Source: an optimization exercise on an open RTL-to-GDS flow (aim: small area). Production flows keep margins and buffers that such runs may drop. Only simulation tests tie the RTL to the original design; equivalence was not proved. No run shown here takes its clock network from TritonCTS; it comes from the design's own scripts or RTL. The clock input has no modelled driver; a real chip could not lean on it and would need a root buffer or a full tree. Power is estimated from default activity; no workload was simulated.

--- config.mk ---
export PLATFORM = sky130hd
export DESIGN_NAME = TOP_UART_WATCH
export DESIGN_NICKNAME = TOP_UART_WATCH
export VERILOG_FILES = /design/flow/design.v
export SDC_FILE = /design/flow/constraint.sdc
export NUM_CORES = 4
export LEC_CHECK = 0
export ABC_AREA = 1
export CAP_MARGIN = 20
export CORE_MARGIN = 2
export CORE_UTILIZATION = 40
export SLEW_MARGIN = 20
--- constraint.sdc ---
create_clock -name core_clock -period 12.0 [get_ports {clk}]
set_input_delay 2.4000 -clock core_clock [delete_from_list [all_inputs] [get_ports {clk}]]
set_output_delay 2.4000 -clock core_clock [all_outputs]
set_load 0.01 [all_outputs]
--- design.v ---
`timescale 1ns / 1ps
module TOP_UART_WATCH (
    input clk,
    input reset,
    input hs_mod_sw,
    input watch_mod_sw,
    input btnU,
    input btnL,
    input btnR,
    input btnD,
    input rx,
    output tx,
    output [3:0] fnd_comm,
    output [7:0] fnd_font,
    output [3:0] mod_indicate_led
);
    wire tick10, tick100, tick1000;
    tbase U_tbase (.clk(clk), .reset(reset), .tick10(tick10), .tick100(tick100), .tick1000(tick1000));
    wire rx_done;
    wire [7:0] data;
    urx U_rx (.clk(clk), .reset(reset), .tick(tick10), .rx(rx), .done(rx_done), .data(data));
    utx U_tx (.clk(clk), .reset(reset), .tick(tick10), .start(rx_done), .data(data), .tx(tx));
    wire [6:0] cmd = {data[7:6], data[4:0]};
    wire cmd_r = rx_done & (cmd == 7'b0110010);   
    wire cmd_c = rx_done & (cmd == 7'b0100011);   
    wire cmd_h = rx_done & (cmd == 7'b0101000);   
    wire cmd_m = rx_done & (cmd == 7'b0101101);   
    wire cmd_s = rx_done & (cmd == 7'b0110011);   
    wire pU, pL, pR, pD;
    db U_dbU (.clk(clk), .reset(reset), .tick(tick100), .btn(btnU), .pulse(pU));
    db U_dbL (.clk(clk), .reset(reset), .tick(tick100), .btn(btnL), .pulse(pL));
    db U_dbR (.clk(clk), .reset(reset), .tick(tick100), .btn(btnR), .pulse(pR));
    db U_dbD (.clk(clk), .reset(reset), .tick(tick100), .btn(btnD), .pulse(pD));
    wire [6:0] w_ms, s_ms;
    wire [5:0] w_s, w_m, s_s, s_m, s_h;
    wire [4:0] w_h;
    wclock U_watch (
        .clk(clk), .reset(reset), .mode(watch_mod_sw), .tick(tick1000),
        .add_h(pD | cmd_h), .add_m(pL | cmd_m), .add_s(pU | cmd_s),
        .ms(w_ms), .s(w_s), .m(w_m), .h(w_h)
    );
    swatch U_sw (
        .clk(clk), .reset(reset), .mode(watch_mod_sw),
        .rs(pL | cmd_r), .clr(pR | cmd_c),
        .ms(s_ms), .s(s_s), .m(s_m), .h(s_h)
    );
    disp U_disp (
        .clk(clk), .reset(reset), .tick(tick10), .hs(hs_mod_sw), .wm(watch_mod_sw),
        .w_ms(w_ms), .w_s(w_s), .w_m(w_m), .w_h(w_h),
        .s_ms(s_ms), .s_s(s_s), .s_m(s_m), .s_h(s_h[4:0]),
        .fnd_comm(fnd_comm), .fnd_font(fnd_font)
    );
    assign mod_indicate_led = {2'b00, watch_mod_sw, ~watch_mod_sw};
endmodule
module tbase (
    input clk,
    input reset,
    output tick10,
    output tick100,
    output tick1000
);
    reg [3:0] c0, d1, d2;
    assign tick10 = (c0 == 4'd0);
    assign tick100 = tick10 & (d1 == 4'd9);
    assign tick1000 = tick100 & (d2 == 4'd9);
    always @(posedge clk, posedge reset) begin
        if (reset) begin
            c0 <= 4'd10;
            d1 <= 4'd0;
            d2 <= 4'd0;
        end else begin
            c0 <= tick10 ? 4'd9 : c0 - 4'd1;
            d1 <= tick100 ? 4'd0 : d1 + tick10;
            d2 <= tick1000 ? 4'd0 : d2 + tick100;
        end
    end
endmodule
module urx (
    input clk,
    input reset,
    input tick,
    input rx,
    output done,
    output reg [7:0] data
);
    reg [7:0] u;
    wire [7:0] un = u + 8'd1;
    wire wait_ = (u == 8'd137) | (u == 8'd138);
    assign done = (u == 8'd137);
    always @(posedge clk, posedge reset) begin
        if (reset) u <= 8'd138;
        else if (wait_) u <= rx ? 8'd138 : 8'd232;
        else if (tick) u <= un;
    end
    always @(posedge clk) begin
        if (!wait_ && tick && !un[7] && un[3:0] == 4'd0) data[un[6:4]] <= rx;
    end
endmodule
module utx (
    input clk,
    input reset,
    input tick,
    input start,
    input [7:0] data,
    output reg tx
);
    reg [7:0] u;
    wire [7:0] un = u + 8'd1;
    wire step = tick & (u != 8'd136);
    always @(posedge clk, posedge reset) begin
        if (reset) begin
            u <= 8'd136;
            tx <= 1'b1;
        end else begin
            if (start) u <= 8'd232;
            else u <= u + step;
            if (step) begin
                if (un == 8'd240) tx <= 1'b0;
                else if (!un[7] && un[3:0] == 4'd0) tx <= data[un[6:4]];
                else if (un == 8'd136) tx <= 1'b1;
            end
        end
    end
endmodule
module db (
    input clk,
    input reset,
    input tick,
    input btn,
    output pulse
);
    reg [3:0] s;
    assign pulse = s[3] & ~s[0];
    always @(posedge clk, posedge reset) begin
        if (reset) s <= 4'd0;
        else if (tick) s <= !btn ? 4'd0 : (s == 4'd9) ? 4'd9 : s + 4'd1;
        else if (pulse) s <= 4'd9;
    end
endmodule
module wclock (
    input clk,
    input reset,
    input mode,
    input tick,
    input add_h,
    input add_m,
    input add_s,
    output reg [6:0] ms,
    output reg [5:0] s,
    output reg [5:0] m,
    output reg [4:0] h
);
    reg [1:0] st;   
    always @(posedge clk, posedge reset) begin
        if (reset) st <= 2'd0;
        else if (mode) begin
            if (st == 2'd0) begin
                case ({add_h, add_m, add_s})
                    3'b001: st <= 2'd1;
                    3'b010: st <= 2'd2;
                    3'b100: st <= 2'd3;
                    default: ;
                endcase
            end else if (!(add_h | add_m | add_s)) st <= 2'd0;
        end
    end
    wire ms_c = tick & (ms == 7'd99);
    wire s_c = ms_c & (s == 6'd59);
    wire m_c = s_c & (m == 6'd59);
    always @(posedge clk, posedge reset) begin
        if (reset) begin
            ms <= 0;
            s <= 0;
            m <= 0;
            h <= 0;
        end else begin
            if (tick) ms <= ms_c ? 7'd0 : ms + 7'd1;
            s <= (s == 6'd60) ? 6'd0 : s_c ? {5'd0, st == 2'd1} : s + {ms_c & (st == 2'd1), ms_c ^ (st == 2'd1)};
            m <= (m == 6'd60) ? 6'd0 : m_c ? {5'd0, st == 2'd2} : m + {s_c & (st == 2'd2), s_c ^ (st == 2'd2)};
            h <= (h == 5'd24) ? 5'd0 : (m_c && h == 5'd23) ? {4'd0, st == 2'd3} : h + {m_c & (st == 2'd3), m_c ^ (st == 2'd3)};
        end
    end
endmodule
module swatch (
    input clk,
    input reset,
    input mode,
    input rs,
    input clr,
    output reg [6:0] ms,
    output reg [5:0] s,
    output reg [5:0] m,
    output reg [5:0] h
);
    reg [1:0] st;   
    always @(posedge clk, posedge reset) begin
        if (reset) st <= 2'd0;
        else
            case (st)
                2'd0:
                if (!mode) begin
                    if (rs) st <= 2'd1;
                    else if (clr) st <= 2'd2;
                end
                2'd1: if (!mode && rs) st <= 2'd0;
                2'd2: if (!clr) st <= 2'd0;
                default: ;
            endcase
    end
    wire run = (st == 2'd1);
    wire clear = (st == 2'd2);
    reg [9:0] lf;
    wire tick = (lf == 10'b0101100100);
    always @(posedge clk, posedge reset) begin
        if (reset) lf <= 10'd0;
        else if (run) lf <= tick ? 10'd1 : {lf[8:0], ~(lf[9] ^ lf[6])};
    end
    wire ms_c = tick & (ms == 7'd99);
    wire s_c = ms_c & (s == 6'd59);
    wire m_c = s_c & (m == 6'd59);
    always @(posedge clk, posedge reset) begin
        if (reset) begin
            ms <= 0;
            s <= 0;
            m <= 0;
            h <= 0;
        end else begin
            ms <= (clear | ms_c) ? 7'd0 : ms + tick;
            s <= (clear | s_c) ? 6'd0 : s + ms_c;
            m <= (clear | m_c) ? 6'd0 : m + s_c;
            h <= (clear | (m_c & h == 6'd59)) ? 6'd0 : h + m_c;
        end
    end
endmodule
module disp (
    input clk,
    input reset,
    input tick,
    input hs,
    input wm,
    input [6:0] w_ms,
    input [5:0] w_s,
    input [5:0] w_m,
    input [4:0] w_h,
    input [6:0] s_ms,
    input [5:0] s_s,
    input [5:0] s_m,
    input [4:0] s_h,
    output [3:0] fnd_comm,
    output [7:0] fnd_font
);
    reg [2:0] sel;
    always @(posedge clk, posedge reset) begin
        if (reset) sel <= 3'd0;
        else if (tick) sel <= sel + 3'd1;
    end
    assign fnd_comm = ~(4'b0001 << sel[1:0]);
    wire [6:0] msec = wm ? w_ms : s_ms;
    reg  [6:0] v;
    always @(*) begin
        case ({hs, sel[1]})
            2'b00: v = msec;
            2'b01: v = {1'b0, wm ? w_s : s_s};
            2'b10: v = {1'b0, wm ? w_m : s_m};
            default: v = {2'b0, wm ? w_h : s_h};
        endcase
    end
    wire [3:0] dig = (sel[2] != hs) ? 4'hf : sel[0] ? v / 7'd10 : v % 7'd10;
    reg [6:0] seg;
    always @(*) begin
        case (dig)
            4'h0: seg = 7'h40;
            4'h1: seg = 7'h79;
            4'h2: seg = 7'h24;
            4'h3: seg = 7'h30;
            4'h4: seg = 7'h19;
            4'h5: seg = 7'h12;
            4'h6: seg = 7'h02;
            4'h7: seg = 7'h78;
            4'h8: seg = 7'h00;
            4'h9: seg = 7'h10;
            default: seg = 7'h7f;
        endcase
    end
    assign fnd_font = {~((msec < 7'd50) & sel[1] & ~sel[0]), seg};
endmodule
--- flow/run.sh ---
#!/bin/bash
# The standard layout with buf_1 port buffers and a small hand-built
# two-level clock tree (flow/cts_hook.tcl) in place of TritonCTS.
set -euo pipefail
here=$(pwd)
export BUFFER_PORTS_ARGS="-buffer_cell sky130_fd_sc_hd__buf_1"
export PRE_CTS_TCL="$here/flow/cts_hook.tcl"
bash standard.sh > standard.log 2>&1
--- flow/cts_hook.tcl ---
# PRE_CTS hook: replace TritonCTS with a two-level tree built by my_cts
# (one root buffer, one leaf buffer per cluster of about 25 clock pins).
source [file join [file dirname [info script]] mycts.tcl]
rename clock_tree_synthesis orig_clock_tree_synthesis
proc clock_tree_synthesis {args} {
  set block [ord::get_db_block]
  set n [llength [[$block findNet clk] getITerms]]
  set ng [expr {max(1, int(ceil($n / 25.0)))}]
  my_cts $ng sky130_fd_sc_hd__clkbuf_16 sky130_fd_sc_hd__clkbuf_8
  set_propagated_clock [all_clocks]
}
--- flow/mycts.tcl ---
# Manual two-level clock tree: k-means clusters of register clock pins, one
# leaf buffer per cluster, one root buffer driven by the clock port.
proc my_cts {ngroups leafcell rootcell} {
  set db [ord::get_db]
  set block [ord::get_db_block]
  set clknet [$block findNet clk]
  set sinks {}
  foreach it [$clknet getITerms] {
    lappend sinks $it
  }
  set n [llength $sinks]
  # sink coordinates
  set xs {}; set ys {}
  foreach it $sinks {
    set inst [$it getInst]
    set bb [$inst getBBox]
    lappend xs [expr {([$bb xMin] + [$bb xMax]) / 2}]
    lappend ys [expr {([$bb yMin] + [$bb yMax]) / 2}]
  }
  # initial centers: sinks spread along x order
  set order [lsort -integer -indices $xs]
  set cx {}; set cy {}
  for {set g 0} {$g < $ngroups} {incr g} {
    set i [lindex $order [expr {int(($g + 0.5) * $n / $ngroups)}]]
    lappend cx [lindex $xs $i]; lappend cy [lindex $ys $i]
  }
  set cap [expr {int(ceil(double($n) / $ngroups)) + 2}]
  for {set iter 0} {$iter < 30} {incr iter} {
    # capacitated assignment: nearest center with room, sinks in order of distance to best center
    set cnt [lrepeat $ngroups 0]
    set asg [lrepeat $n -1]
    set pairs {}
    for {set i 0} {$i < $n} {incr i} {
      for {set g 0} {$g < $ngroups} {incr g} {
        set d [expr {abs([lindex $xs $i] - [lindex $cx $g]) + abs([lindex $ys $i] - [lindex $cy $g])}]
        lappend pairs [list $d $i $g]
      }
    }
    foreach p [lsort -integer -index 0 $pairs] {
      lassign $p d i g
      if {[lindex $asg $i] >= 0} continue
      if {[lindex $cnt $g] >= $cap} continue
      lset asg $i $g
      lset cnt $g [expr {[lindex $cnt $g] + 1}]
    }
    set sx [lrepeat $ngroups 0]; set sy [lrepeat $ngroups 0]
    for {set i 0} {$i < $n} {incr i} {
      set g [lindex $asg $i]
      lset sx $g [expr {[lindex $sx $g] + [lindex $xs $i]}]
      lset sy $g [expr {[lindex $sy $g] + [lindex $ys $i]}]
    }
    for {set g 0} {$g < $ngroups} {incr g} {
      if {[lindex $cnt $g] > 0} {
        lset cx $g [expr {[lindex $sx $g] / [lindex $cnt $g]}]
        lset cy $g [expr {[lindex $sy $g] / [lindex $cnt $g]}]
      }
    }
  }
  set leafm [$db findMaster $leafcell]
  set rootm [$db findMaster $rootcell]
  set rnet [odb::dbNet_create $block clknet_root]
  $rnet setSigType CLOCK
  set root [odb::dbInst_create $block $rootm clkbuf_root]
  set rx 0; set ry 0
  for {set g 0} {$g < $ngroups} {incr g} {
    set rx [expr {$rx + [lindex $cx $g]}]; set ry [expr {$ry + [lindex $cy $g]}]
  }
  $root setLocation [expr {$rx / $ngroups}] [expr {$ry / $ngroups}]
  $root setPlacementStatus PLACED
  [$root findITerm A] connect $clknet
  [$root findITerm X] connect $rnet
  for {set g 0} {$g < $ngroups} {incr g} {
    set net [odb::dbNet_create $block clknet_leaf_$g]
    $net setSigType CLOCK
    set b [odb::dbInst_create $block $leafm clkbuf_leaf_$g]
    $b setLocation [lindex $cx $g] [lindex $cy $g]
    $b setPlacementStatus PLACED
    [$b findITerm A] connect $rnet
    [$b findITerm X] connect $net
    set gs($g) $net
  }
  for {set i 0} {$i < $n} {incr i} {
    set it [lindex $sinks $i]
    $it disconnect
    $it connect $gs([lindex $asg $i])
  }
  $clknet setSigType CLOCK
  puts "my_cts: $n sinks in $ngroups groups of at most $cap"
}
--- standard.sh ---
#!/bin/bash
# synth_recipe.tcl (not shown) runs the flow's synth.tcl, then flattens the netlist and writes it again
# the make line also repeats each setting of config.mk as NAME=value (left out here)
make -C /OpenROAD-flow-scripts/flow DESIGN_CONFIG=/design/flow/config.mk WORK_HOME=/design/flow/orfs CLKGATE_MAP_FILE= SYNTH_SCRIPT=/design/flow/synth_recipe.tcl "${@:-finish}"
==> reports/metrics.csv, run 1 <==
stage,metric,value,unit
outcome,status,finished clean,
cts,cts_repair_resize_count,0,
synthesis,synthCells,968,
cells_and_area,fin_cells,1222,
synthesis,ys_seq_area_share,39.85,%
critical_path,rrSetupSlack,7.71,ns
floorplanning,dieWidth,141.8,um
sta,clock.fmax,0.1186,GHz
sta,hold_viol_final,0,
synthesis,yosysMostFrequentCell,nand2_1,
sta,maxSlewViolCount,0,
critical_path,r2r-start,U_tbase.c0[0]$_DFF_PP0_,
synthesis,ys_types,55,
floorplanning,die-height,141.8,um
detailed_routing,avgRoutedWirePerCell,12.79,um
synthesis,yosys.area_share.simple,26.84,%
global_route,grt_use_total,15.79,%
sta,fin_worst_skew,0.01526,ns
pwr,power_leakage,0.004039,uW
pwr,power_density,94.42,mW/mm^2
placement,post-place-cells,1216,
critical_path,timing.rr.end,U_watch.h[2]$_DFF_PP0_,
job,cap_violations,0,
synthesis,synth_xor_xnor_area_share,4.265,%
min_path,hold_class,flop to flop,
critical_path,slowest_stage,inv_2,
detailed_routing,drt_iter0_drc,364,
critical_path,slowest_delay,0.35,ns
synthesis,yosys.area.top_type,dfrtp_1,
cells_and_area,drive_gt1_share,6.478,%
critical_path,worst_setup_path_start_kind,input pin,
global_route,grt_max_degree,81,
critical_path,crit_type,input pin to primary output,
detailed_routing,wirelength,15.63,mm
cts,postCtsHoldBufs,0,
min_path,holdPathStages,1,
sta,min_period,8.432,ns
cts,insertion_delay,0.39,ns
synthesis,synth_top_cells_by_count,"nand2_1, inv_1, nor2_1",
synthesis,synth_top_area_share,33.92,%
floorplanning,core-area,0.01864,sq mm
floorplanning,rows,50,
cells_and_area,synthToLayoutAreaGrowth,6.274,%
synthesis,synth_compound_area_share,11.11,%
placement,dp_hpwl,11.68,mm
synthesis,synthAdderAreaFrac,9.188,%
synthesis,ys.warnings.count,7,
sta,worst_slew_pin_slew,0.7279,ns
floorplanning,io-pin-count,26,
pwr,irDropWorstVdd,0.06373,mV
critical_path,crit_arrival,6.03,ns
detailed_routing,routed_via_density,5.012,
floorplanning,die_area,0.02011,sq mm
global_route,grt_pass1_vias,5705,
critical_path,critPathLaunch,watch_mod_sw,
critical_path,end_kind,primary output,
synthesis,synth_ff_type,dfrtp_1,
synthesis,netlist_area,0.007599,sq mm
cells_and_area,fill_cells,1893,
critical_path,cp_max_fo,26,
sta,finalSetupViolations,0,
synthesis,synth_top_family_by_area,simple AND/OR/NAND/NOR gates,
global_route,grt_overflow,0,
sta,period_share,70.27,%
synthesis,ys_async_sr_fraction,93.28,%
global_route,grt_first_pass_wirelength,27.04,mm
critical_path,crit_required,9.60,ns
detailed_routing,drtAntennaViolNets,0,
sta,setup_tns,0,ns
min_path,hp-start,U_tbase.c0[0]$_DFF_PP0_,
synthesis,ys_top_cells_by_area,"dfrtp_1, nand2_1, ha_1",
cells_and_area,nets,1053,
synthesis,syn_area_per_cell,7.850,sq um
detailed_routing,vias,6125,
floorplanning,initial_utilization,40.76,%
synthesis,synth_edf_count,8,
critical_path,crit_path_end,fnd_font[6],
sta,rsz0062_at_grt,no,
cts,clkTransAtPathRegs,0.10,ns
placement,gp_congestion,0.8258,
detailed_routing,dr.pass1.iters,5,
sta,max-slew-margin-rel,51.48,%
placement,port_buffers,23,
global_route,antenna_found_initial,0,
synthesis,synth_mux_area_share,0.2635,%
cts,cts_setup_buffers,0,
synthesis,ys_ff_latch,119,
detailed_routing,drc,0,
critical_path,crit_top_cell,nand2_1,
critical_path,worstRegToRegCells,17,
cells_and_area,n_antenna_cell,0,
==> stage by stage <==
step / utilization (%) / instance area, sq um / hold slack [ns] / total power (uW) / setup WS [ns]
6_report: 43.32 / 8075 / 0.4692 / 762.5 / 3.568
5_1_grt: 43.32 / 8075 / 0.5281 / 808.5 / 3.073
3_3_place_gp: 42.55 / 7933 / 0.4605 / 560.7 / 3.764
3_5_place_dp: 42.55 / 7933 / 0.4586 / 562.4 / 3.628
4_1_cts: 43.30 / 8071 / 0.4747 / 775.6 / 3.627
2_1_floorplan: - / 7602 / 0.4321 / 533.2 / 4.649
==> layout make-up <==
class	count	area, sq um	share of cell area (%)
Sequential cell	119	3028	37.50
Buffer	6	138.9	1.720
Timing Repair Buffer	26	112.6	1.394
Tap cell	234	292.8	3.626
Multi-Input combinational cell	686	3934	48.71
Inverter	151	569.3	7.050
==> where the power goes <==
group	switching [uW]	internal [uW]	leakage [uW]
sequential	21.8	421	0.00144
clock	125	83.0	0.0000688
combinational	70.0	41.1	0.00253
==> worst min path at each step <==
stage                                    endpoint  slack [ns]
after floorplan           U_tbase.c0[0]$_DFF_PP0_        0.43
after global placement    U_tbase.c0[0]$_DFF_PP0_        0.46
after detailed placement  U_tbase.c0[0]$_DFF_PP0_        0.46
after CTS                 U_tbase.c0[0]$_DFF_PP0_        0.47
after global routing      U_tbase.c0[0]$_DFF_PP0_        0.53
final                     U_tbase.c0[0]$_DFF_PP0_        0.47
==> flip-flops by register name, indices dropped and copies added (netlist names), 5 cells and up <==
name        count
U_watch.ms      7
U_watch.h       5
U_watch.s       6
U_sw.ms         7
U_watch.m       6
U_tx.u          8
U_rx.data       8
U_sw.m          6
U_sw.h          6
U_sw.s          6
U_rx.u          8
U_sw.lf        10
==> layer usage <==
layer  share of wire, %  GRT usage (%)  wire [um]
met3                2.8         0.8775        434
met5                  0              0          0
met4                1.1          1.421        166
met1                 50          22.79       7816
met2                 46          27.31       7211
==> worst max-delay path: cells and delay by family <==
kind	cells	cell delay (ns)
fa+ha+maj	2	0.38
buf+inv	9	1.08
compound gates	3	0.56
simple gates	17	1.59
==> cell families after synthesis <==
group,count (synthesis)
AO/OA/AOI/OAI,145
XOR/XNOR,37
adder cells (fa/ha/maj),54
buffers and inverters,164
flip-flops,119
multiplexers,2
other,1
AND/OR/NAND/NOR,446
==> placed cells by master, fill, tap and decap left out, types with 8 or more instances in the layout <==
cell type	n
nand2_1	184
inv_1	141
nor2_1	108
dfrtp_1	103
nand3_1	70
o21ai_0	67
ha_1	51
a21oi_1	38
xor2_1	26
buf_1	23
nor3_1	15
nor4_1	12
nand4_1	12
xnor2_1	11
inv_2	9
edfxtp_1	8
dfstp_2	8
or2_2	8
==> run 2: changes to the inputs <==
==> flow/run.sh (replaced) <==
#!/bin/bash
# The standard layout, with three changes:
#  - the standard synthesis netlist's logic is re-mapped for area by ABC
#    (flow/reabc.tcl), registers untouched, and kept only if Yosys proves it
#    equal to the standard netlist (flow/equiv.tcl);
#  - port buffers are buf_1;
#  - a small hand-built two-level clock tree (flow/cts_hook.tcl).
set -euo pipefail
here=$(pwd)
R=$here/orfs/results/sky130hd/TOP_UART_WATCH/base
YOSYS=$FLOW_HOME/../tools/install/yosys/bin/yosys
export LIB=$FLOW_HOME/platforms/sky130hd/lib/sky130_fd_sc_hd__tt_025C_1v80.lib
export TOP=$FLOW_TOP
export BUFFER_PORTS_ARGS="-buffer_cell sky130_fd_sc_hd__buf_1"
export PRE_CTS_TCL="$here/flow/cts_hook.tcl"

bash standard.sh synth > synth.log 2>&1
cp "$R/1_2_yosys.v" "$here/synth_standard.v"
export IN_V="$here/synth_standard.v" OUT_V="$here/synth_reabc.v"
export ABC_SCRIPT='+strash;&get,-n;&deepsyn,-T,60;&put;dc2;dch,-f;amap;strash;dch,-f;amap'
if $YOSYS -c flow/reabc.tcl > reabc.log 2>&1 && $YOSYS -c flow/equiv.tcl > equiv.log 2>&1; then
  sleep 1
  cp "$OUT_V" "$R/1_2_yosys.v"
  rm -f "$R/1_synth.odb" "$R/1_synth.sdc"
  echo "re-mapped netlist proven equal; using it" > reabc_status.txt
else
  echo "re-mapping failed or not proven; keeping the standard netlist" > reabc_status.txt
fi
bash standard.sh > standard.log 2>&1
==> flow/equiv.tcl (new file) <==
# Prove the re-mapped netlist equal to the standard one (registers paired by name).
yosys read_liberty -ignore_miss_func $::env(LIB)
yosys read_verilog $::env(IN_V)
yosys rename $::env(TOP) gold
yosys read_verilog $::env(OUT_V)
yosys rename $::env(TOP) gate
yosys flatten
yosys proc
yosys opt_clean
yosys async2sync
yosys equiv_make gold gate equiv
yosys hierarchy -top equiv
yosys equiv_simple -seq 2
yosys equiv_induct -seq 2
yosys equiv_status -assert
==> flow/reabc.tcl (new file) <==
# Re-map the combinational logic of the standard synthesis netlist for area.
# Registers (and tie cells) are kept as they are, with their names and cell
# types; only the logic between them is rebuilt by ABC.
yosys read_liberty -ignore_miss_func $::env(LIB)
yosys read_verilog $::env(IN_V)
yosys hierarchy -top $::env(TOP)
yosys setattr -mod -set keep_hierarchy 1 sky130_fd_sc_hd__df* sky130_fd_sc_hd__edf* sky130_fd_sc_hd__sdf* sky130_fd_sc_hd__conb_1
yosys flatten
yosys opt_clean
yosys abc -liberty $::env(LIB) -dont_use *lpflow* -dont_use *probe* -script $::env(ABC_SCRIPT)
yosys splitnets
yosys opt_clean -purge
yosys hilomap -singleton -hicell sky130_fd_sc_hd__conb_1 HI -locell sky130_fd_sc_hd__conb_1 LO
yosys insbuf -buf sky130_fd_sc_hd__buf_1 A X
yosys opt_clean -purge
yosys autoname
yosys stat -liberty $::env(LIB)
yosys select $::env(TOP)
yosys write_verilog -noattr -nohex -nodec -selected $::env(OUT_V)
==> run 2 against run 1 <==
Compared with the run above:
- power rose by 7.3%
- largest power group unchanged
- cell count fell by 22%
- first-iteration DRC count rose by 6.6%
- critical path depth fell by 5
- sequential power rose by 6.8%
- still clean on timing, DRC and antenna
- sequential share of layout area rose by 8.8 points
- fmax fell by 15%
- setup slack got worse by 1.4 ns
==> reports/metrics.csv, run 2 <==
stage,metric,value,unit
cells_and_area,final_common_cell,nor2_1,
sta,hold_viol_final,0,
floorplanning,core-area,0.01503,sq mm
cells_and_area,layout_common_cells,"nor2_1, clkinv_1, dfrtp_1, nand2_1, o21ai_0",
detailed_routing,vias,5335,
sta,setup_tns,0,ns
global_route,grt_max_degree,69,
sta,max-slew-margin-rel,38.79,%
critical_path,slowest_delay,0.58,ns
detailed_routing,avgRoutedWirePerCell,14.35,um
min_path,whs_endpoint,U_tbase.c0[0]$_DFF_PP0_,
placement,pre_cts_ws,2.337,ns
sta,clock.fmax,0.1014,GHz
sta,worst_slew_pin_slew,0.9153,ns
critical_path,worst_setup_path_start_kind,input pin,
cts,cts_setup_buffers,0,
sta,finalSetupViolations,0,
min_path,hold_class,flop to flop,
detailed_routing,wirelength,13.61,mm
floorplanning,die-height,127.1,um
cts,clkTransAtPathRegs,0.10,ns
floorplanning,rows,45,
synthesis,syn_area_per_cell,8.306,sq um
global_route,antenna_found_initial,0,
pwr,irDropWorstVdd,0.06885,mV
critical_path,cp_max_fo,12,
critical_path,cp_top_family,compound AO/OA/AOI/OAI gates,
sta,maxSlewViolCount,0,
cts,postCtsHoldBufs,0,
critical_path,timing.rr.end,U_watch.h[4]$_DFF_PP0_,
critical_path,rrSetupSlack,5.70,ns
detailed_routing,dr.pass1.iters,5,
cells_and_area,nets,771,
critical_path,worstRegToRegCells,31,
sta,min_period,9.863,ns
floorplanning,io-pin-count,26,
sta,fin_worst_skew,0.02043,ns
critical_path,crit_type,input pin to primary output,
detailed_routing,drt_iter0_drc,388,
floorplanning,die_area,0.01616,sq mm
placement,port_buffers,23,
placement,dp_hpwl,10.29,mm
cells_and_area,regMostFlops,U_sw.lf,
pwr,power_density,125.1,mW/mm^2
min_path,holdPathStages,1,
outcome,status,finished clean,
cells_and_area,synthToLayoutAreaGrowth,7.883,%
global_route,grt_overflow,0,
cts,cts_repair_resize_count,0,
pwr,power_leakage,0.002447,uW
placement,gp_congestion,0.9464,
cells_and_area,drive_gt1_share,2.368,%
global_route,grt_first_pass_wirelength,23.47,mm
cells_and_area,largest_reg_flops,10,
cells_and_area,n_antenna_cell,0,
cts,insertion_delay,0.40,ns
min_path,hp-start,U_tbase.c0[0]$_DFF_PP0_,
synthesis,synthCells,730,
global_route,grt_pass1_vias,5048,
critical_path,crit_top_cell,clkinv_1,
sta,rsz0062_at_grt,no,
critical_path,slowest_stage,o41ai_1,
global_route,grt_use_total,16.98,%
sta,fin_worst_hold_slack,0.4728,ns
sta,setup_ws,2.137,ns
floorplanning,initial_utilization,40.33,%
critical_path,crit_required,9.60,ns
job,cap_violations,0,
critical_path,path_buf_inv,6,
critical_path,r2r-start,U_tbase.c0[0]$_DFF_PP0_,
synthesis,netlist_area,0.006063,sq mm
floorplanning,dieWidth,127.1,um
synthesis,ys.warnings.count,7,
detailed_routing,routed_via_density,5.628,
detailed_routing,drc,0,
critical_path,crit_arrival,7.46,ns
sta,period_share,82.19,%
critical_path,end_kind,primary output,
detailed_routing,drtAntennaViolNets,0,
-- run 2: worst max path at each step --
| stage | from | to | depth (start not counted) |
|---|---|---|---|
| 6_report | hs_mod_sw | fnd_font[5] | 26 |
| 5_1_grt | hs_mod_sw | fnd_font[5] | 26 |
| 4_1_cts | hs_mod_sw | fnd_font[5] | 26 |
| 3_5_place_dp | hs_mod_sw | fnd_font[5] | 26 |
| 3_3_place_gp | hs_mod_sw | fnd_font[5] | 24 |
| 2_1_floorplan | hs_mod_sw | fnd_font[5] | 23 |
-- run 2: power by group --
group / switching, uW / internal [uW]
Clock: 129 / 83.1
Sequential: 31.4 / 441
Combinational: 85.5 / 48.2
-- run 2: metal layers --
metal	track usage, %	vias up	share of wire (%)
met2	29.95	124	49
li1	-	2636	-
met5	0	-	0
met4	4.525	0	3.2
met3	1.717	32	4.4
met1	22.47	2543	44
-- run 2: per-stage QoR --
| stage | total power [uW] | std cells | area, sq um | util (%) |
|---|---|---|---|---|
| final | 818.4 | 948 | 6541 | 43.51 |
| after global placement | 608.4 | 942 | 6402 | 42.59 |
| after global routing | 863.5 | 948 | 6541 | 43.51 |
| after floorplan | 573.2 | 731 | 6067 | - |
| after CTS | 825.5 | 948 | 6541 | 43.51 |
| after detailed placement | 614.8 | 942 | 6402 | 42.59 |
-- run 2: area by class of cell --
type,count,area (sq um)
Timing Repair Buffer,26,108.9
Tap cell,188,235.2
Sequential cell,119,3028
Buffer,6,138.9
Inverter,107,404.1
Fill cell,1495,8492
Multi-Input combinational cell,502,2626
-- run 2: worst reg2reg max path: cells and delay by family, from the launching register on --
kind                   cells  cell delay [ns]
and+or+nand+nor           23             4.70
buffers and inverters      3             0.64
AOI/OAI and AO/OA          5             0.47
DFF                        1             0.41
==> run 3: changes to the inputs <==
--- a/design.v
+++ b/design.v
@@ -131,10 +131,11 @@
 );
     reg [3:0] s;
     assign pulse = s[3] & ~s[0];
+    wire full = s[3] & s[0];
     always @(posedge clk, posedge reset) begin
         if (reset) s <= 4'd0;
-        else if (tick) s <= !btn ? 4'd0 : (s == 4'd9) ? 4'd9 : s + 4'd1;
-        else if (pulse) s <= 4'd9;
+        else if (tick & ~btn) s <= 4'd0;
+        else if ((tick & ~full) | pulse) s <= s + 4'd1;
     end
 endmodule
 module wclock (
--- a/flow/run.sh
+++ b/flow/run.sh
@@ -4,7 +4,7 @@
 #    (flow/reabc.tcl), registers untouched, and kept only if Yosys proves it
 #    equal to the standard netlist (flow/equiv.tcl);
 #  - port buffers are buf_1;
-#  - a small hand-built two-level clock tree (flow/cts_hook.tcl).
+#  - a small hand-built two-level clock tree of inverters (flow/cts_hook.tcl).
 set -euo pipefail
 here=$(pwd)
 R=$here/orfs/results/sky130hd/TOP_UART_WATCH/base
@@ -13,6 +13,7 @@
 export TOP=$FLOW_TOP
 export BUFFER_PORTS_ARGS="-buffer_cell sky130_fd_sc_hd__buf_1"
 export PRE_CTS_TCL="$here/flow/cts_hook.tcl"
+export CTS_GROUP_SIZE=24 CTS_LEAF=sky130_fd_sc_hd__inv_12 CTS_ROOT=sky130_fd_sc_hd__inv_4
 
 bash standard.sh synth > synth.log 2>&1
 cp "$R/1_2_yosys.v" "$here/synth_standard.v"
==> flow/cts_hook.tcl (replaced) <==
# PRE_CTS hook: replace TritonCTS with a two-level tree built by my_cts
# (one root buffer, one leaf buffer per cluster of clock pins; sizes from
# CTS_GROUP_SIZE, CTS_LEAF and CTS_ROOT as run.sh sets them).
source [file join [file dirname [info script]] mycts.tcl]
rename clock_tree_synthesis orig_clock_tree_synthesis
proc clock_tree_synthesis {args} {
  set block [ord::get_db_block]
  set n [llength [[$block findNet clk] getITerms]]
  set size [expr {[info exists ::env(CTS_GROUP_SIZE)] ? $::env(CTS_GROUP_SIZE) : 25}]
  set leaf [expr {[info exists ::env(CTS_LEAF)] ? $::env(CTS_LEAF) : "sky130_fd_sc_hd__clkbuf_16"}]
  set root [expr {[info exists ::env(CTS_ROOT)] ? $::env(CTS_ROOT) : "sky130_fd_sc_hd__clkbuf_8"}]
  set ng [expr {max(1, int(ceil($n / double($size))))}]
  my_cts $ng $leaf $root
  set_propagated_clock [all_clocks]
}
--- a/flow/mycts.tcl
+++ b/flow/mycts.tcl
@@ -1,5 +1,11 @@
 # Manual two-level clock tree: k-means clusters of register clock pins, one
 # leaf buffer per cluster, one root buffer driven by the clock port.
+proc out_pin {master} {
+  foreach mt [$master getMTerms] {
+    if {[$mt getIoType] == "OUTPUT"} { return [$mt getName] }
+  }
+}
+
 proc my_cts {ngroups leafcell rootcell} {
   set db [ord::get_db]
   set block [ord::get_db_block]
@@ -68,7 +74,7 @@
   $root setLocation [expr {$rx / $ngroups}] [expr {$ry / $ngroups}]
   $root setPlacementStatus PLACED
   [$root findITerm A] connect $clknet
-  [$root findITerm X] connect $rnet
+  [$root findITerm [out_pin $rootm]] connect $rnet
   for {set g 0} {$g < $ngroups} {incr g} {
     set net [odb::dbNet_create $block clknet_leaf_$g]
     $net setSigType CLOCK
@@ -76,7 +82,7 @@
     $b setLocation [lindex $cx $g] [lindex $cy $g]
     $b setPlacementStatus PLACED
     [$b findITerm A] connect $rnet
-    [$b findITerm X] connect $net
+    [$b findITerm [out_pin $leafm]] connect $net
     set gs($g) $net
   }
   for {set i 0} {$i < $n} {incr i} {
--- a/config.mk
+++ b/config.mk
@@ -8,5 +8,5 @@
 export ABC_AREA = 1
 export CAP_MARGIN = 20
 export CORE_MARGIN = 2
-export CORE_UTILIZATION = 40
+export CORE_UTILIZATION = 70
 export SLEW_MARGIN = 20
==> run 3 against run 2 <==
Compared with the run above:
- sequential power up 5.9%
- flip-flop and latch count unchanged
- power up 1.0%
- setup slack better by 0.11 ns
- synthesized area down 2.1%
- cell area down 4.4%
- sequential share of layout area up 2.1 points
- routed wire length down 7.2%
- combinational power up 16%
==> reports/metrics.csv, run 3 <==
stage,metric,value,unit
outcome,status,finished clean,
detailed_routing,wirelength,12.62,mm
critical_path,cp_max_fo,16,
min_path,holdPathStages,1,
synthesis,syn_area_per_cell,8.386,sq um
sta,clock.fmax,0.1026,GHz
critical_path,slowest_stage,o41ai_1,
pwr,p_sw,290.7,uW
global_route,antenna_found_initial,0,
cells_and_area,fin_cells,842,
critical_path,rrSetupSlack,6.65,ns
floorplanning,dieWidth,96.10,um
sta,worst_slew_pin_slew,0.9466,ns
sta,max-slew-margin-rel,36.70,%
critical_path,r2r-start,U_tbase.c0[0]$_DFF_PP0_,
floorplanning,die-height,96.10,um
cts,postCtsHoldBufs,0,
min_path,whs_endpoint,U_tbase.c0[0]$_DFF_PP0_,
critical_path,end_kind,primary output,
detailed_routing,drc,0,
pwr,p_clk_share,20.6,%
floorplanning,rows,33,
pwr,combPwrFrac,18.8,%
synthesis,netlist_area,0.005937,sq mm
placement,pre_cts_ws,2.471,ns
job,cap_violations,0,
sta,maxSlewViolCount,0,
min_path,hold_class,flop to flop,
placement,port_buffers,23,
critical_path,crit_type,input pin to primary output,
cells_and_area,fin_area,0.006256,sq mm
sta,hold_viol_final,0,
sta,fin_worst_skew,0.02927,ns
detailed_routing,routed_via_density,6.087,
cts,cts_repair_resize_count,0,
detailed_routing,dr.pass1.iters,5,
critical_path,slowest_delay,0.72,ns
detailed_routing,vias,5125,
placement,placed_area,0.006165,sq mm
sta,finalSetupViolations,0,
cells_and_area,nets,748,
critical_path,timing.rr.end,U_watch.h[4]$_DFF_PP0_,
sta,setup_ws,2.250,ns
cts,insertion_delay,0.32,ns
cells_and_area,largest_reg_flops,10,
global_route,grt_max_degree,84,
global_route,grt_first_pass_wirelength,21.61,mm
pwr,irDropWorstVdd,0.08699,mV
pwr,power_leakage,0.002415,uW
floorplanning,core-area,0.008217,sq mm
sta,min_period,9.750,ns
pwr,power_density,132.2,mW/mm^2
cells_and_area,synthToLayoutAreaGrowth,5.374,%
pwr,switching_share,35.16,%
detailed_routing,drt_iter0_drc,374,
critical_path,worstRegToRegCells,24,
synthesis,synthCells,708,
cells_and_area,drive_gt1_share,2.307,%
placement,gp_congestion,0.9506,
sta,period_share,81.25,%
placement,dp_hpwl,9.516,mm
critical_path,crit_top_cell,nor2_1,
cells_and_area,fill_cells,604,
synthesis,ys.warnings.count,7,
detailed_routing,drtAntennaViolNets,0,
min_path,hp-start,U_tbase.c0[0]$_DFF_PP0_,
sta,setup_tns,0,ns
cts,cts_setup_buffers,0,
placement,post-place-cells,836,
sta,rsz0062_at_grt,no,
critical_path,crit_arrival,7.35,ns
critical_path,worst_setup_path_start_kind,input pin,
detailed_routing,avgRoutedWirePerCell,14.99,um
critical_path,crit_required,9.60,ns
cells_and_area,regMostFlops,U_sw.lf,
cts,clkTransAtPathRegs,0.11,ns
floorplanning,die_area,0.009234,sq mm
critical_path,cp_cell_sequence,"buf_1, clkinv_1, o41ai_1, clkinv_1, nor2_1, nor2_1, nor2_1, a21oi_1, o21ai_0, nor2_1, a211oi_1, o32ai_1, nor2_1, nor3_1, nor3_1, a21oi_1, clkinv_1, o31ai_1, or3_1, o21ai_0, buf_1",
cells_and_area,final_common_cell,nor2_1,
pwr,p_int,536.1,uW
global_route,grt_use_total,28.97,%
cells_and_area,layout_common_cells,"nor2_1, dfrtp_1, clkinv_1, nand2_1, nor3_1",
floorplanning,io-pin-count,26,
global_route,grt_pass1_vias,4785,
pwr,p_seq_share,60.6,%
cells_and_area,n_antenna_cell,0,
floorplanning,initial_utilization,72.26,%
global_route,grt_overflow,0,
-- run 3: critical path, delay by kind of cell --
kind	cells	cell delay, ns
AO/OA/AOI/OAI	8	1.91
buffers and inverters	5	1.68
AND/OR/NAND/NOR	8	1.33
-- run 3: how the worst max path moves through the flow --
| stage | start | endpoint |
|---|---|---|
| 2_1_floorplan | watch_mod_sw | fnd_font[1] |
| 3_3_place_gp | watch_mod_sw | fnd_font[1] |
| 3_5_place_dp | watch_mod_sw | fnd_font[1] |
| 4_1_cts | watch_mod_sw | fnd_font[1] |
| 5_1_grt | watch_mod_sw | fnd_font[1] |
| 6_report | watch_mod_sw | fnd_font[1] |
-- run 3: power by group through the flow --
| stage | Clock (uW) | Sequential, uW | Combinational [uW] |
|---|---|---|---|
| after global routing | 188 | 508 | 177 |
| final | 170 | 501 | 156 |
| after floorplan | 0 | 493 | 122 |
| after global placement | 0 | 505 | 146 |
| after CTS | 174 | 500 | 156 |
| after detailed placement | 0 | 508 | 155 |
-- run 3: stage by stage --
| stage | hold slack [ns] | util, % | power, uW |
|---|---|---|---|
| 6_report | 0.4800 | 76.14 | 826.8 |
| 5_1_grt | 0.5033 | 76.14 | 873.4 |
| 4_1_cts | 0.4859 | 76.09 | 829.3 |
| 3_5_place_dp | 0.4609 | 75.03 | 662.4 |
| 3_3_place_gp | 0.4514 | 75.03 | 651.1 |
| 2_1_floorplan | 0.4357 | - | 614.7 |
-- run 3: metal layers --
layer	vias up	share of wire, %	GRT usage, %
li1	2547	-	-
met1	2389	43	38.76
met2	159	49	50.75
met3	30	5.8	3.446
met4	0	2.0	6.786
met5	-	0	0
-- run 3: final cells by class --
cell class / count / area (sq um) / area share, %
multi-input combinational: 496 / 2560 / 40.92
inverter: 97 / 431.7 / 6.900
tap: 105 / 131.4 / 2.100
timing repair buffer: 25 / 105.1 / 1.680
sequential: 119 / 3028 / 48.40
==> run 4: changes to the inputs <==
==> flow/run.sh (replaced) <==
#!/bin/bash
# The standard layout, with three changes:
#  - the standard synthesis netlist's logic is re-mapped for area by ABC
#    (flow/reabc.tcl, four deepsyn seeds), registers untouched, and the
#    smallest result kept only if Yosys proves it equal to the standard
#    netlist (flow/equiv.tcl);
#  - port buffers are buf_1;
#  - a small hand-built two-level clock tree of inverters (flow/cts_hook.tcl).
set -euo pipefail
here=$(pwd)
R=$here/orfs/results/sky130hd/TOP_UART_WATCH/base
YOSYS=$FLOW_HOME/../tools/install/yosys/bin/yosys
export LIB=$FLOW_HOME/platforms/sky130hd/lib/sky130_fd_sc_hd__tt_025C_1v80.lib
export TOP=$FLOW_TOP
export BUFFER_PORTS_ARGS="-buffer_cell sky130_fd_sc_hd__buf_1"
export PRE_CTS_TCL="$here/flow/cts_hook.tcl"
export CTS_GROUP_SIZE=24 CTS_LEAF=sky130_fd_sc_hd__inv_12 CTS_ROOT=sky130_fd_sc_hd__inv_4

bash standard.sh synth > synth.log 2>&1
cp "$R/1_2_yosys.v" "$here/synth_standard.v"
export IN_V="$here/synth_standard.v"
# four ABC runs with different deepsyn seeds; the smallest proven one is used
for seed in 1 2 3 4; do
  OUT_V="$here/synth_reabc_$seed.v" \
  ABC_SCRIPT="+strash;&get,-n;&deepsyn,-T,150,-S,$seed;&put;dc2;dch,-f;amap;strash;dch,-f;amap" \
    $YOSYS -c flow/reabc.tcl > "reabc_$seed.log" 2>&1 &
done
wait || true
used=standard
for f in $(for seed in 1 2 3 4; do
             a=$(grep "Chip area for top" "reabc_$seed.log" 2>/dev/null | tail -1 | awk '{print $NF}')
             [ -n "$a" ] && [ -s "$here/synth_reabc_$seed.v" ] && echo "$a $here/synth_reabc_$seed.v"
           done | sort -g | awk '{print $2}'); do
  if OUT_V="$f" $YOSYS -c flow/equiv.tcl > "equiv_$(basename "$f" .v).log" 2>&1; then
    sleep 1
    cp "$f" "$R/1_2_yosys.v"
    rm -f "$R/1_synth.odb" "$R/1_synth.sdc"
    used=$f
    break
  fi
done
echo "netlist used: $used" > reabc_status.txt
bash standard.sh > standard.log 2>&1
--- a/config.mk
+++ b/config.mk
@@ -8,5 +8,5 @@
 export ABC_AREA = 1
 export CAP_MARGIN = 20
 export CORE_MARGIN = 2
-export CORE_UTILIZATION = 70
+export CORE_UTILIZATION = 75
 export SLEW_MARGIN = 20
==> run 4 against run 3 <==
Compared with the run above:
- via count increased by 0.18%
- largest cell class unchanged
- first-iteration DRC count decreased by 27%
- power decreased by 3.8%
- clock skew decreased by 0.013 ns
- highest routed layer unchanged
- routed wire length increased by 3.1%
- critical endpoint unchanged
- utilization increased by 5.0 points
- global-route usage increased by 2.8 points
==> reports/metrics.csv, run 4 <==
stage,metric,value,unit
sta,period_share,81.83,%
detailed_routing,vias,5134,
critical_path,slowest_stage,o32ai_1,
sta,hold_viol_final,0,
global_route,grt_overflow,0,
critical_path,worst_setup_path_start_kind,input pin,
cells_and_area,layout_common_cells,"nor2_1, dfrtp_1, clkinv_1, nand2_1, nor3_1",
cells_and_area,drive_gt1_share,2.510,%
detailed_routing,avgRoutedWirePerCell,15.89,um
sta,min_period,9.819,ns
pwr,power_density,128.1,mW/mm^2
floorplanning,rows,32,
cells_and_area,fin_cells,819,
cts,cts_repair_resize_count,0,
floorplanning,io-pin-count,26,
critical_path,cp_max_fo,13,
critical_path,slowest_delay,0.53,ns
global_route,antenna_found_initial,0,
sta,clock.fmax,0.1018,GHz
floorplanning,initial_utilization,76.95,%
cells_and_area,nets,728,
critical_path,crit_required,9.60,ns
floorplanning,die_area,0.008570,sq mm
pwr,power_leakage,0.002419,uW
cts,cts_setup_buffers,0,
cts,clkTransAtPathRegs,0.09,ns
sta,fin_worst_hold_slack,0.4750,ns
sta,maxSlewViolCount,0,
cells_and_area,synthToLayoutAreaGrowth,5.486,%
global_route,grt_pass1_vias,5048,
detailed_routing,drt_iter0_drc,272,
critical_path,crit_arrival,7.42,ns
placement,post-place-cells,813,
sta,finalSetupViolations,0,
cells_and_area,final_common_cell,nor2_1,
critical_path,crit_type,input pin to primary output,
sta,setup_ws,2.181,ns
critical_path,end_kind,primary output,
cells_and_area,n_antenna_cell,0,
pwr,irDropWorstVdd,0.08978,mV
cells_and_area,regMostFlops,U_sw.lf,
detailed_routing,routed_via_density,6.269,
job,cap_violations,0,
global_route,grt_max_degree,84,
floorplanning,die-height,92.58,um
global_route,grt_use_total,31.74,%
critical_path,crit_top_cell,nor2_1,
detailed_routing,dr.pass1.iters,5,
sta,fin_worst_skew,0.01581,ns
detailed_routing,drtAntennaViolNets,0,
synthesis,syn_area_per_cell,8.565,sq um
placement,gp_congestion,0.9329,
placement,port_buffers,23,
detailed_routing,wirelength,13.02,mm
global_route,grt_first_pass_wirelength,22.39,mm
sta,worst_slew_pin_slew,0.7709,ns
sta,rsz0062_at_grt,no,
cells_and_area,largest_reg_flops,10,
floorplanning,dieWidth,92.58,um
sta,max-slew-margin-rel,48.06,%
cts,insertion_delay,0.31,ns
cts,postCtsHoldBufs,0,
synthesis,ys.warnings.count,7,
detailed_routing,drc,0,
outcome,status,finished clean,
critical_path,cp_cell_sequence,"buf_1, clkinv_1, o22a_1, o22a_1, nor2_1, clkinv_1, nor2_1, nor2_1, o21ai_0, nor2_1, nor4_1, o21ai_0, o21ai_0, nor2_1, o32ai_1, nor3b_1, nor2_1, a31oi_1, clkinv_1, o21ai_0, clkinv_1, o21ai_0, buf_1",
placement,pre_cts_ws,2.425,ns
floorplanning,core-area,0.007647,sq mm
min_path,hold_class,flop to flop,
sta,setup_tns,0,ns
synthesis,synthCells,687,
pwr,fin_total_pwr,795.2,uW
placement,dp_hpwl,9.854,mm
synthesis,netlist_area,0.005884,sq mm
-- run 4: cell count changes in the layout (fill, tap and decap cells not counted), sizes merged, moves of 4 or more --
cell,previous run,this run
nor2,150,136
clkinv,90,85
nand2,66,59
a31oi,5,9
o21ai,36,32
nand4,8,3
a311oi,0,4
nor3b,0,5
nand3,14,9
nor2b,4,12
-- run 4: path summary, 6_finish.rpt --
| path | startpoint | endpoint | slack (ns) | cells after the start |
|---|---|---|---|---|
| max | watch_mod_sw | fnd_font[1] | 2.18 | 23 |
| min | U_tbase.c0[0]$_DFF_PP0_ | U_tbase.c0[0]$_DFF_PP0_ | 0.48 | 1 |
| max reg2reg | U_tbase.c0[0]$_DFF_PP0_ | U_watch.h[4]$_DFF_PP0_ | 6.22 | 23 |
| min reg2reg | U_tbase.c0[0]$_DFF_PP0_ | U_tbase.c0[0]$_DFF_PP0_ | 0.48 | 1 |
| max in group asynchronous | reset | U_dbU.s[1]$_DFFE_PP0P_ | 8.91 | 3 |
| min in group asynchronous | reset | U_rx.u[0]$_DFFE_PP0P_ | 2.06 | 2 |
-- run 4: metal layers --
layer	part of all wire (%)	track usage, %
met2	51	57.73
met5	0	0
met3	5.2	3.173
met4	3.1	10.32
met1	41	40.01
-- run 4: metrics by stage --
stage	utilization [%]	instance area (sq um)
global placement	79.97	6116
finish	81.17	6207
detailed placement	79.97	6116
floorplan	-	5888
global route	81.17	6207
CTS	81.12	6203
-- run 4: critical path: cells and delay by family --
family / cells / cell delay [ns]
AO/OA/AOI/OAI: 9 / 2.10
buffers and inverters: 6 / 1.48
AND/OR/NAND/NOR: 8 / 1.41
-- run 4: area by class of cell --
| cell class | instances | area, sq um |
|---|---|---|
| Multi-Input combinational cell | 480 | 2526 |
| Tap cell | 102 | 127.6 |
| Inverter | 92 | 412.9 |
| Timing Repair Buffer | 26 | 112.6 |
| Sequential cell | 119 | 3028 |
| Fill cell | 527 | 1440 |
-- run 4: where the power goes --
part / internal (uW) / total (uW) / switching, uW
Sequential: 447 / 492 / 44.2
Clock: 23.2 / 164 / 141
Combinational: 54.5 / 139 / 85.0
==> run 5: changes to the inputs <==
--- a/design.v
+++ b/design.v
@@ -61,8 +61,8 @@
 );
     reg [3:0] c0, d1, d2;
     assign tick10 = (c0 == 4'd0);
-    assign tick100 = tick10 & (d1 == 4'd9);
-    assign tick1000 = tick100 & (d2 == 4'd9);
+    assign tick100 = tick10 & d1[3] & d1[0];
+    assign tick1000 = tick100 & d2[3] & d2[0];
     always @(posedge clk, posedge reset) begin
         if (reset) begin
             c0 <= 4'd10;
@@ -85,8 +85,8 @@
 );
     reg [7:0] u;
     wire [7:0] un = u + 8'd1;
-    wire wait_ = (u == 8'd137) | (u == 8'd138);
-    assign done = (u == 8'd137);
+    wire wait_ = u[7] & ~u[6] & u[3] & (u[1] | u[0]);
+    assign done = u[7] & ~u[6] & u[3] & u[0];
     always @(posedge clk, posedge reset) begin
         if (reset) u <= 8'd138;
         else if (wait_) u <= rx ? 8'd138 : 8'd232;
@@ -106,7 +106,8 @@
 );
     reg [7:0] u;
     wire [7:0] un = u + 8'd1;
-    wire step = tick & (u != 8'd136);
+    wire idle = u[7] & ~u[6] & u[3];
+    wire step = tick & ~idle;
     always @(posedge clk, posedge reset) begin
         if (reset) begin
             u <= 8'd136;
@@ -115,9 +116,9 @@
             if (start) u <= 8'd232;
             else u <= u + step;
             if (step) begin
-                if (un == 8'd240) tx <= 1'b0;
+                if (u[7] & u[6] & ~u[4] & (u[3:0] == 4'hf)) tx <= 1'b0;   
                 else if (!un[7] && un[3:0] == 4'd0) tx <= data[un[6:4]];
-                else if (un == 8'd136) tx <= 1'b1;
+                else if (u[7] & ~u[6] & ~u[3] & (u[2:0] == 3'd7)) tx <= 1'b1;   
             end
         end
     end
@@ -165,9 +166,16 @@
             end else if (!(add_h | add_m | add_s)) st <= 2'd0;
         end
     end
-    wire ms_c = tick & (ms == 7'd99);
-    wire s_c = ms_c & (s == 6'd59);
-    wire m_c = s_c & (m == 6'd59);
+    wire ms99 = ms[6] & ms[5] & ms[1] & ms[0];
+    wire s59 = s[5] & s[4] & s[3] & s[1] & s[0];
+    wire m59 = m[5] & m[4] & m[3] & m[1] & m[0];
+    wire s60 = s[5] & s[4] & s[3] & s[2];
+    wire m60 = m[5] & m[4] & m[3] & m[2];
+    wire h23 = h[4] & h[2] & h[1] & h[0];
+    wire h24 = h[4] & h[3];
+    wire ms_c = tick & ms99;
+    wire s_c = ms_c & s59;
+    wire m_c = s_c & m59;
     always @(posedge clk, posedge reset) begin
         if (reset) begin
             ms <= 0;
@@ -176,9 +184,9 @@
             h <= 0;
         end else begin
             if (tick) ms <= ms_c ? 7'd0 : ms + 7'd1;
-            s <= (s == 6'd60) ? 6'd0 : s_c ? {5'd0, st == 2'd1} : s + {ms_c & (st == 2'd1), ms_c ^ (st == 2'd1)};
-            m <= (m == 6'd60) ? 6'd0 : m_c ? {5'd0, st == 2'd2} : m + {s_c & (st == 2'd2), s_c ^ (st == 2'd2)};
-            h <= (h == 5'd24) ? 5'd0 : (m_c && h == 5'd23) ? {4'd0, st == 2'd3} : h + {m_c & (st == 2'd3), m_c ^ (st == 2'd3)};
+            s <= s60 ? 6'd0 : s_c ? {5'd0, st == 2'd1} : s + {ms_c & (st == 2'd1), ms_c ^ (st == 2'd1)};
+            m <= m60 ? 6'd0 : m_c ? {5'd0, st == 2'd2} : m + {s_c & (st == 2'd2), s_c ^ (st == 2'd2)};
+            h <= h24 ? 5'd0 : (m_c & h23) ? {4'd0, st == 2'd3} : h + {m_c & (st == 2'd3), m_c ^ (st == 2'd3)};
         end
     end
 endmodule
@@ -208,17 +216,18 @@
                 default: ;
             endcase
     end
-    wire run = (st == 2'd1);
-    wire clear = (st == 2'd2);
+    wire run = st[0];   
+    wire clear = st[1];
     reg [9:0] lf;
     wire tick = (lf == 10'b0101100100);
     always @(posedge clk, posedge reset) begin
         if (reset) lf <= 10'd0;
         else if (run) lf <= tick ? 10'd1 : {lf[8:0], ~(lf[9] ^ lf[6])};
     end
-    wire ms_c = tick & (ms == 7'd99);
-    wire s_c = ms_c & (s == 6'd59);
-    wire m_c = s_c & (m == 6'd59);
+    wire ms_c = tick & ms[6] & ms[5] & ms[1] & ms[0];
+    wire s_c = ms_c & s[5] & s[4] & s[3] & s[1] & s[0];
+    wire m_c = s_c & m[5] & m[4] & m[3] & m[1] & m[0];
+    wire h59 = h[5] & h[4] & h[3] & h[1] & h[0];
     always @(posedge clk, posedge reset) begin
         if (reset) begin
             ms <= 0;
@@ -229,7 +238,7 @@
             ms <= (clear | ms_c) ? 7'd0 : ms + tick;
             s <= (clear | s_c) ? 6'd0 : s + ms_c;
             m <= (clear | m_c) ? 6'd0 : m + s_c;
-            h <= (clear | (m_c & h == 6'd59)) ? 6'd0 : h + m_c;
+            h <= (clear | (m_c & h59)) ? 6'd0 : h + m_c;
         end
     end
 endmodule
==> run 5 against run 4 <==
Compared with the run above:
- still clean on timing, DRC and antenna
- clock skew shrank 0.0043 ns
- synthesized cell count grew 1.7%
- via count increased by 0.29%
- cell count is 1.2% higher
- clock power about the same
- setup slack better by 0.026 ns
- combinational power hardly changed
- largest cell class unchanged
- highest routed layer unchanged
==> reports/metrics.csv, run 5 <==
stage,metric,value,unit
sta,finalSetupViolations,0,
pwr,p_int,515.2,uW
pwr,switching_share,33.88,%
critical_path,crit_type,input pin to primary output,
critical_path,cp_max_fo,12,
floorplanning,core-area,0.007647,sq mm
pwr,fin_total_pwr,779.1,uW
cts,cts_setup_buffers,0,
pwr,combPwrFrac,17.4,%
min_path,holdPathStages,1,
synthesis,synthCells,699,
detailed_routing,wirelength,13.05,mm
synthesis,netlist_area,0.005866,sq mm
floorplanning,io-pin-count,26,
pwr,p_sw,264.0,uW
global_route,grt_max_degree,78,
cells_and_area,fill_cells,493,
detailed_routing,drtAntennaViolNets,0,
sta,hold_viol_final,0,
global_route,grt_pass1_vias,4905,
detailed_routing,routed_via_density,6.211,
floorplanning,die_area,0.008544,sq mm
cells_and_area,layout_common_cells,"nor2_1, dfrtp_1, clkinv_1, nor3_1, nand2_1",
cts,clkTransAtPathRegs,0.10,ns
critical_path,r2r-start,U_tbase.c0[0]$_DFF_PP0_,
global_route,grt_first_pass_wirelength,22.16,mm
min_path,whs_endpoint,U_tbase.c0[0]$_DFF_PP0_,
detailed_routing,drc,0,
cells_and_area,largest_reg_flops,10,
cells_and_area,final_util,80.68,%
global_route,grt_use_total,31.42,%
cts,postCtsHoldBufs,0,
global_route,grt_overflow,0,
cells_and_area,drive_gt1_share,2.201,%
critical_path,timing.rr.end,U_watch.m[4]$_DFF_PP0_,
placement,gp_congestion,0.9312,
critical_path,rrSetupSlack,7.48,ns
pwr,power_density,126.3,mW/mm^2
pwr,irDropWorstVdd,0.1072,mV
detailed_routing,dr.pass1.iters,7,
floorplanning,rows,32,
sta,maxSlewViolCount,0,
sta,worst_slew_pin_slew,0.9445,ns
detailed_routing,avgRoutedWirePerCell,15.74,um
synthesis,syn_area_per_cell,8.391,sq um
sta,fin_worst_skew,0.01151,ns
floorplanning,initial_utilization,76.70,%
cells_and_area,synthToLayoutAreaGrowth,5.183,%
cts,cts_repair_resize_count,0,
pwr,p_seq_share,61.4,%
cells_and_area,final_common_cell,nor2_1,
sta,min_period,9.793,ns
placement,port_buffers,23,
detailed_routing,drt_iter0_drc,400,
cells_and_area,nets,738,
placement,dp_hpwl,9.805,mm
sta,fin_worst_hold_slack,0.4821,ns
cells_and_area,regMostFlops,U_sw.lf,
critical_path,worst_setup_path_start_kind,input pin,
sta,max-slew-margin-rel,37.03,%
floorplanning,die-height,92.44,um
global_route,antenna_found_initial,0,
outcome,status,finished clean,
min_path,hold_class,flop to flop,
cts,insertion_delay,0.30,ns
cells_and_area,n_antenna_cell,0,
min_path,hp-start,U_tbase.c0[0]$_DFF_PP0_,
job,cap_violations,0,
synthesis,ys.warnings.count,7,
pwr,power_leakage,0.002411,uW
sta,setup_tns,0,ns
sta,rsz0062_at_grt,no,
critical_path,crit_required,9.60,ns
pwr,p_clk_share,21.2,%
critical_path,worstRegToRegCells,19,
critical_path,end_kind,primary output,
critical_path,crit_arrival,7.39,ns
floorplanning,dieWidth,92.44,um
detailed_routing,vias,5149,
sta,period_share,81.61,%
sta,clock.fmax,0.1021,GHz
## run 5: cell types whose count changed in the layout (fill, tap and decap cells not counted), sizes merged, moves of 5 or more
cell	change
nor4	-6
nor3	+9
nand2	-19
or2	+5
clkinv	+9
nor2b	-6
nand3	+8
a211oi	+6
o21a	-5
o22a	-9
nor2	+26
## run 5: routing by layer
metal  routed length (um)  global-route usage (%)  vias up
li1                     -                       -     2493
met1                 5479                   41.64     2460
met2                 6590                   56.20      167
met3                  671                   2.848       29
met4                  308                   8.085        0
met5                    0                       0        -
## run 5: power groups by stage
stage	Combinational (uW)	Clock, uW	Sequential, uW
6_report	136	165	479
5_1_grt	151	180	483
4_1_cts	135	167	477
3_5_place_dp	133	0	485
3_3_place_gp	123	0	484
2_1_floorplan	102	0	473
## run 5: layout make-up
class,instances,area [sq um],area share [%]
multi-input combinational,483,2474,40.09
tap,102,127.6,2.069
inverter,101,446.7,7.240
sequential,119,3028,49.08
timing repair buffer,24,93.84,1.521
## run 5: worst max path at each step
stage,depth (start not counted),from,to
floorplan,19,hs_mod_sw,fnd_font[1]
global placement,22,watch_mod_sw,fnd_font[1]
detailed placement,22,watch_mod_sw,fnd_font[1]
CTS,22,watch_mod_sw,fnd_font[1]
global route,22,watch_mod_sw,fnd_font[1]
finish,17,watch_mod_sw,fnd_font[1]
## run 5: per-stage QoR
stage                     setup slack, ns  instances  cell area [sq um]
after floorplan                     3.623        700               5869
after global placement              2.851        823               6082
after detailed placement            2.438        823               6082
after CTS                           2.412        829               6170
after global routing                1.735        829               6170
final                               2.207        829               6170
## run 5: critical path, stage by stage
cell and delay (ns):
buf_1 0.40, clkinv_1 0.47, o32ai_1 0.79, o21ai_0 0.29, a22oi_1 0.35, o21ai_0 0.18, nand2_1 0.15, nor3_1 0.07
a2111oi_0 0.62, clkinv_1 0.20, nor2_1 0.23, nor2_1 0.11, a21oi_1 0.26, nor2_1 0.09, or3_1 0.42, o22ai_1 0.18
buf_1 0.17

port drivers added, routing unchanged:
The flow's constraints put no driver on any port. The routed layouts listed below were extracted and timed again, unchanged, in two steps.
Step 1, drivers: a clkbuf_16 drives clk and a buf_2 each remaining input, both assumed.
Step 2 moves the port delays by t, midway between the first and last clock arrival at a register: inputs arrive t later, outputs are due t later. That takes back most of the time a late clock gives input paths.
a / b / c = no drivers / after step 1 / after step 2; a / b = the first two.
| run | shift t [ns] | setup slack, ns | worst setup path at the end | worst register clock-pin slew, ns | cell pins on the clock port's net |
|---|---|---|---|---|---|
| run 1 | 0.418 | 3.568 / 3.546 / 3.546 | input to output | 0.10 / 0.10 | 1 |
| run 2 | 0.420 | 2.137 / 2.108 / 2.108 | input to output | 0.11 / 0.11 | 1 |
| run 3 | 0.337 | 2.250 / 2.224 / 2.224 | input to output | 0.12 / 0.12 | 1 |
| run 4 | 0.333 | 2.181 / 2.155 / 2.155 | input to output | 0.11 / 0.11 | 1 |
| run 5 | 0.330 | 2.207 / 2.158 / 2.158 | input to output | 0.10 / 0.10 | 1 |
After both steps every run listed still meets setup and hold. For run 5, which loses most, drivers alone change the setup slack by -0.049 ns; drivers and shift together by -0.049 ns.
